From an optimization exercise on the open Yosys and OpenROAD flow, aimed at small area and a short achievable clock period; shortcuts taken in it are not production practice. Where RTL was checked, it was by simulation tests only, not by an equivalence proof against the original. Power and IR drop assume default switching activity.

run A:
## addmachine
module addmachine
    ( input wire clock
    , input wire reset
    , input wire prog_we
    , input wire[4:0] prog_addr
    , input wire[7:0] prog_data
    , output wire[7:0] res
    );
Size: about 300 flip-flops, ~24 I/O pins, about 13,000 um^2 of cells after synthesis.
clock: 6.0 ns
lec_check: 0
abc_clock_period_in_ps: 2800
cap_margin: 20
cell_pad_in_sites_detail_placement: 1
cell_pad_in_sites_global_placement: 2
core_margin: 2
core_utilization: 55
place_density: 0.75
setup_slack_margin: 3.1
slew_margin: 20
synth_hierarchical: 1
synth_minimum_keep_size: 0
tns_end_percent: 100
standard.sh (not shown) runs the stock make flow with config.mk's settings and CLKGATE_MAP_FILE= SYNTH_SCRIPT=/design/flow/synth_recipe.tcl, a recipe that flattens the netlist after the stock synthesis.
==> flow/flow/run.sh <==
#!/bin/bash
# The standard layout, with two changes: the ports get plain buf_2 buffers
# (which timing repair may resize), and clock tree synthesis adds no dummy
# loads and clusters more flip-flops per leaf buffer.
set -euo pipefail
export BUFFER_PORTS_ARGS="-buffer_cell sky130_fd_sc_hd__buf_2"
export CTS_ARGS="-sink_clustering_enable -repair_clock_nets -buf_list {sky130_fd_sc_hd__clkbuf_4 sky130_fd_sc_hd__clkbuf_8} -sink_clustering_size 14 -sink_clustering_max_diameter 60 -dont_use_dummy_load"
bash standard.sh > standard.log 2>&1
Run A reached the end of the flow, and the finished layout is clean on the timing, design-rule and antenna checks.
### run A -> run B
- swapping 0.75 for 0.65 in PLACE_DENSITY
- swapping 55 for 45 in CORE_UTILIZATION
==> flow/flow/run.sh <==
#!/bin/bash
# The standard layout, with two changes: the ports get plain buf_2 buffers
# (which timing repair may resize), and clock tree synthesis adds no dummy
# loads and clusters more flip-flops per leaf buffer.
set -euo pipefail
export BUFFER_PORTS_ARGS="-buffer_cell sky130_fd_sc_hd__buf_2"
export CTS_ARGS="-sink_clustering_enable -repair_clock_nets -buf_list {sky130_fd_sc_hd__clkbuf_8} -sink_clustering_size 20 -sink_clustering_max_diameter 45 -dont_use_dummy_load"
bash standard.sh > standard.log 2>&1
Findings:
- Leftover overflow at the end of global routing came out exactly the same in run B and run A.
- Run B ended up with a higher final-layout clock-cell area share than run A did.
- Launching element of the worst setup path = bub$_DFF_P_: run A; launching element of the worst setup path = reset: run B
- Number of gates given a new drive strength after cts, run B and run A, higher one = run A.
- All of run B and run A finish clean.
- Taking run A as the reference point, the filler cell count of run B rises by 27%.
- Cell with the biggest individual delay on the critical path = sky130_fd_sc_hd__a222oi_1: run A; cell with the biggest individual delay on the critical path = sky130_fd_sc_hd__nor3b_2: run B
- Run B ended up with met5 as its top routing layer in use; run A ended up with met4.
Input changes introduced in run C (baseline for comparison: run B):
- a change of PLACE_DENSITY from 0.65 to 0.6
==> flow/flow/run.sh <==
#!/bin/bash
# The standard layout, with two changes: the ports get plain buf_2 buffers
# (which timing repair may resize), and clock tree synthesis adds no dummy
# loads and clusters more flip-flops per leaf buffer.
set -euo pipefail
export BUFFER_PORTS_ARGS="-buffer_cell sky130_fd_sc_hd__buf_2"
export CTS_ARGS="-sink_clustering_enable -repair_clock_nets -buf_list {sky130_fd_sc_hd__clkbuf_4 sky130_fd_sc_hd__clkbuf_8} -sink_clustering_size 14 -sink_clustering_max_diameter 60 -dont_use_dummy_load"
bash standard.sh > standard.log 2>&1
==> comparison <==
Taking run B as the reference point, the area growth from synthesis to layout of run C falls by 1.9 points.
As far as critical path depth goes, run C and run B are indistinguishable; the numbers are identical.
Against run B, run C reports a relative contribution of sequential cells to total power that is higher.
For width of the die, run B and run C come out practically identical.
Run C vs run B, via count went down by 0.88%.
For part of the cycle the worst path needs, run C and run B come out practically identical.
Run C vs. run B: fraction of area in registers climbed 0.77 points; register-to-register slack now smaller.
Input-level comparison between run D and run C:
- GPL_TIMING_DRIVEN now 0, previously not set
- PLACE_DENSITY now 0.65, was 0.6
--- outcome ---
Run D — instance count along the most critical hold path 1 higher, run C as reference. Re final clock period utilization by the worst path: run D and run C aren't equal, and the lower value belongs to run C. Number of fill cells, run D and run C, higher one = run C. On final HPWL from detailed placement: run D sits below run C. A startpoint of the most critical setup path of reset is what run C shows, while bub$_DFF_P_ belongs to run D. Post-CTS setup-driven buffer insertion count ends up lower on run C. From run C to run D, die area did not move at all. Run D went all the way through the flow, and no timing, DRC or antenna check failed. On run D: final core utilization is 1.6 points higher than what run C gave.

========
The RTL this note starts from:
==> flow/design.v <==
module ao3n
    ( input wire a0, input wire s0
    , input wire a1, input wire s1
    , input wire a2, input wire s2
    , output wire yn
    );
assign yn = ~((a0 & s0) | (a1 & s1) | (a2 & s2));
endmodule
module wbit
    ( input wire q
    , input wire d
    , input wire we
    , input wire hold
    , output wire y
    );
assign y = (we & d) | (hold & q);
endmodule
module predec2
    ( input wire[1:0] a
    , input wire en
    , output reg[3:0] p
    , output reg[3:0] pn
    );
integer k;
always @(*)
    for (k = 0; k < 4; k = k + 1) begin
        p[k]  = en && a == k;
        pn[k] = !(en && a == k);
    end
endmodule
module predec3
    ( input wire[2:0] a
    , output reg[7:0] p
    , output reg[7:0] pn
    );
integer k;
always @(*)
    for (k = 0; k < 8; k = k + 1) begin
        p[k]  = a == k;
        pn[k] = a != k;
    end
endmodule
module nor2m (input wire a, input wire b, output wire y);
assign y = ~(a | b);
endmodule
module nand2m (input wire a, input wire b, output wire y);
assign y = ~(a & b);
endmodule
module dec5
    ( input wire[4:0] a
    , output reg[31:0] y
    );
integer k;
always @(*)
    for (k = 0; k < 32; k = k + 1)
        y[k] = a == k;
endmodule
module dec5c
    ( input wire[4:0] a
    , input wire en
    , output wire[31:0] y
    , output wire[31:0] yn
    );
wire [3:0] lo, lon;
wire [7:0] hi, hin;
predec2 pl (.a(a[1:0]), .en(en), .p(lo), .pn(lon));
predec3 ph (.a(a[4:2]), .p(hi), .pn(hin));
genvar k;
generate
    for (k = 0; k < 32; k = k + 1) begin : g
        nor2m  u (.a(lon[k % 4]), .b(hin[k / 4]), .y(y[k]));
        nand2m v (.a(lo[k % 4]), .b(hi[k / 4]), .y(yn[k]));
    end
endgenerate
endmodule
module or11n
    ( input wire[10:0] tn
    , output wire y
    );
assign y = ~&tn;
endmodule
module resgate (input wire a, input wire r, input wire b, output wire y);
assign y = a & ~r & ~b;
endmodule
module addmachine
    ( input wire clock
    , input wire reset
    , input wire prog_we
    , input wire[4:0] prog_addr
    , input wire[7:0] prog_data
    , output wire[7:0] res
    );
reg [7:0] acc;
reg [7:0] ex;
reg [7:0] opr;
reg       opf;
reg [7:0] fi;
reg       nfi, nacc, bub;
reg [4:0] fad;
wire is_loadi = ex[7:4] == 4'b0001;
wire is_addi  = ex[7:4] == 4'b0010;
wire is_load  = ex[7:5] == 3'b101;
wire is_store = ex[7:5] == 3'b110 && !bub;
wire rd_mem   = ex[7:6] == 2'b10;            
wire keep_acc = ~(is_loadi | is_load);       
wire [7:0] wdata = reset ? prog_data : acc;
wire [4:0] waddr = reset ? prog_addr : ex[4:0];
wire       wen   = reset ? prog_we : is_store;
wire [31:0] we, hold;
dec5c dw (.a(waddr), .en(wen), .y(we), .yn(hold));
wire [7:0] nx    = ({8{nfi}} & fi) | ({8{nacc}} & acc) | ({8{bub}} & mem[0]);
wire [4:0] oaddr = nx[4:0];
wire       fwd_o = is_store && ex[4:0] == oaddr;
wire       fwd_f = is_store && ex[4:0] == fad;
wire [31:0] sel_op, sel_f;
dec5 dop (.a(oaddr), .y(sel_op));
dec5 df  (.a(fad), .y(sel_f));
reg [7:0] mem [0:31];
wire [7:0] opr_nxt, fi_nxt;
genvar i, j;
generate
    for (i = 0; i < 32; i = i + 1) begin : m
        wire [7:0] nxt;
        for (j = 0; j < 8; j = j + 1) begin : b
            wbit w (.q(mem[i][j]), .d(wdata[j]), .we(we[i]), .hold(hold[i]), .y(nxt[j]));
        end
        always @(posedge clock)
            mem[i] <= nxt;
    end
    for (j = 0; j < 8; j = j + 1) begin : r
        wire [10:0] to, tf;
        for (i = 0; i < 10; i = i + 1) begin : g
            ao3n uo (.a0(mem[3*i][j]), .s0(sel_op[3*i]), .a1(mem[3*i+1][j]), .s1(sel_op[3*i+1]),
                     .a2(mem[3*i+2][j]), .s2(sel_op[3*i+2]), .yn(to[i]));
            ao3n uf (.a0(mem[3*i][j]), .s0(sel_f[3*i]), .a1(mem[3*i+1][j]), .s1(sel_f[3*i+1]),
                     .a2(mem[3*i+2][j]), .s2(sel_f[3*i+2]), .yn(tf[i]));
        end
        assign to[10] = ~((mem[30][j] & sel_op[30]) | (mem[31][j] & sel_op[31]));
        assign tf[10] = ~((mem[30][j] & sel_f[30]) | (mem[31][j] & sel_f[31]));
        or11n co (.tn(to), .y(opr_nxt[j]));
        or11n cf (.tn(tf), .y(fi_nxt[j]));
    end
endgenerate
wire [7:0] imm = (is_loadi | is_addi) ? {4'b0000, ex[3:0]} : 8'd0;
wire [7:0] opv = rd_mem ? (opf ? acc : opr) : 8'd0;
wire [7:0] sum = (keep_acc ? acc : 8'd0) + (opv | imm);
always @(posedge clock) begin
    opr <= opr_nxt;
    opf <= fwd_o;
    fi  <= fi_nxt;
    ex  <= nx;
    acc <= bub ? 8'd0 : sum;
    bub <= reset;
    if (reset) begin
        nfi  <= 1'b0;
        nacc <= 1'b0;
        fad  <= 5'd1;
    end else begin
        nacc <= (nx[7:5] == 3'b110 && nx[4:0] == fad) || fwd_f;
        nfi  <= !((nx[7:5] == 3'b110 && nx[4:0] == fad) || fwd_f);
        fad  <= nx[7:5] == 3'b111 ? nx[4:0] : fad + 5'd1;
    end
end
genvar q;
generate
    for (q = 0; q < 8; q = q + 1) begin : o
        resgate g (.a(acc[q]), .r(reset), .b(bub), .y(res[q]));
    end
endgenerate
endmodule
clock: 6.0 ns
lec_check: 0
abc_clock_period_in_ps: 2800
cap_margin: 20
cell_pad_in_sites_detail_placement: 1
cell_pad_in_sites_global_placement: 2
core_margin: 2
core_utilization: 45
place_density: 0.65
setup_slack_margin: 3.05
slew_margin: 20
synth_hierarchical: 1
synth_minimum_keep_size: 0
tns_end_percent: 100
==> flow/flow/run.sh <==
#!/bin/bash
# The standard layout, with two changes: the ports get plain buf_2 buffers
# (which timing repair may resize), and clock tree synthesis adds no dummy
# loads and clusters more flip-flops per leaf buffer.
set -euo pipefail
export BUFFER_PORTS_ARGS="-buffer_cell sky130_fd_sc_hd__buf_2"
export CTS_ARGS="-sink_clustering_enable -repair_clock_nets -buf_list {sky130_fd_sc_hd__clkbuf_4 sky130_fd_sc_hd__clkbuf_8} -sink_clustering_size 14 -sink_clustering_max_diameter 60 -dont_use_dummy_load"
bash standard.sh > standard.log 2>&1
Rerun with:
Settings changed: SETUP_SLACK_MARGIN 3.05 to 3.2, TNS_END_PERCENT 100 to 5.
Result:
- cell area rises by 0.33%
- total power barely changes
- final cell count barely changes
- worst setup slack gains 0.15 ns
- maximum frequency rises by 4.9%
- non-clock buffer count falls by 1
- worst hold slack loses 0.0034 ns
- utilization rises by 0.16 points
- global-route usage rises by 0.67 points
- wire length rises by 0.99%
- first-iteration DRC count falls by 5.3%
No functional check of the RTL was part of any run of this note.

## afterwards: timing with drivers on the ports
Ports are ideal in the flow. The routed layouts listed here were re-timed in OpenROAD.
Step 1: set_driving_cell puts a clkbuf_16 on clock and a buf_2 on each other input, an assumption about the parent block.
Step 2 also shifts input and output timing later by t, the mid clock arrival at the registers, as if the neighbouring blocks saw the same clock.
a / b / c = ideal / step 1 / step 2; a / b = the first two.
run	t (ns)	setup WS [ns]	latest minus earliest clock arrival (ns)	worst slew at a driven data input, ns
run A	0.631	3.079 / 3.053 / 2.431	0.090 / 0.090	0.14
run B	0.597	3.128 / 3.012 / 2.491	0.051 / 0.052	0.18
run C	0.648	3.127 / 3.078 / 2.520	0.045 / 0.044	0.06
run D	0.573	2.909 / 2.909 / 2.579	0.065 / 0.066	0.04
the first run of note 2	0.634	2.889 / 2.889 / 2.570	0.080 / 0.080	0.15
the second run of note 2	0.640	3.035 / 3.035 / 2.660	0.048 / 0.048	0.07
After both steps setup and hold are still met in every run listed. For run A, which loses most, drivers alone change the setup slack by -0.026 ns; drivers and shift together by -0.648 ns.
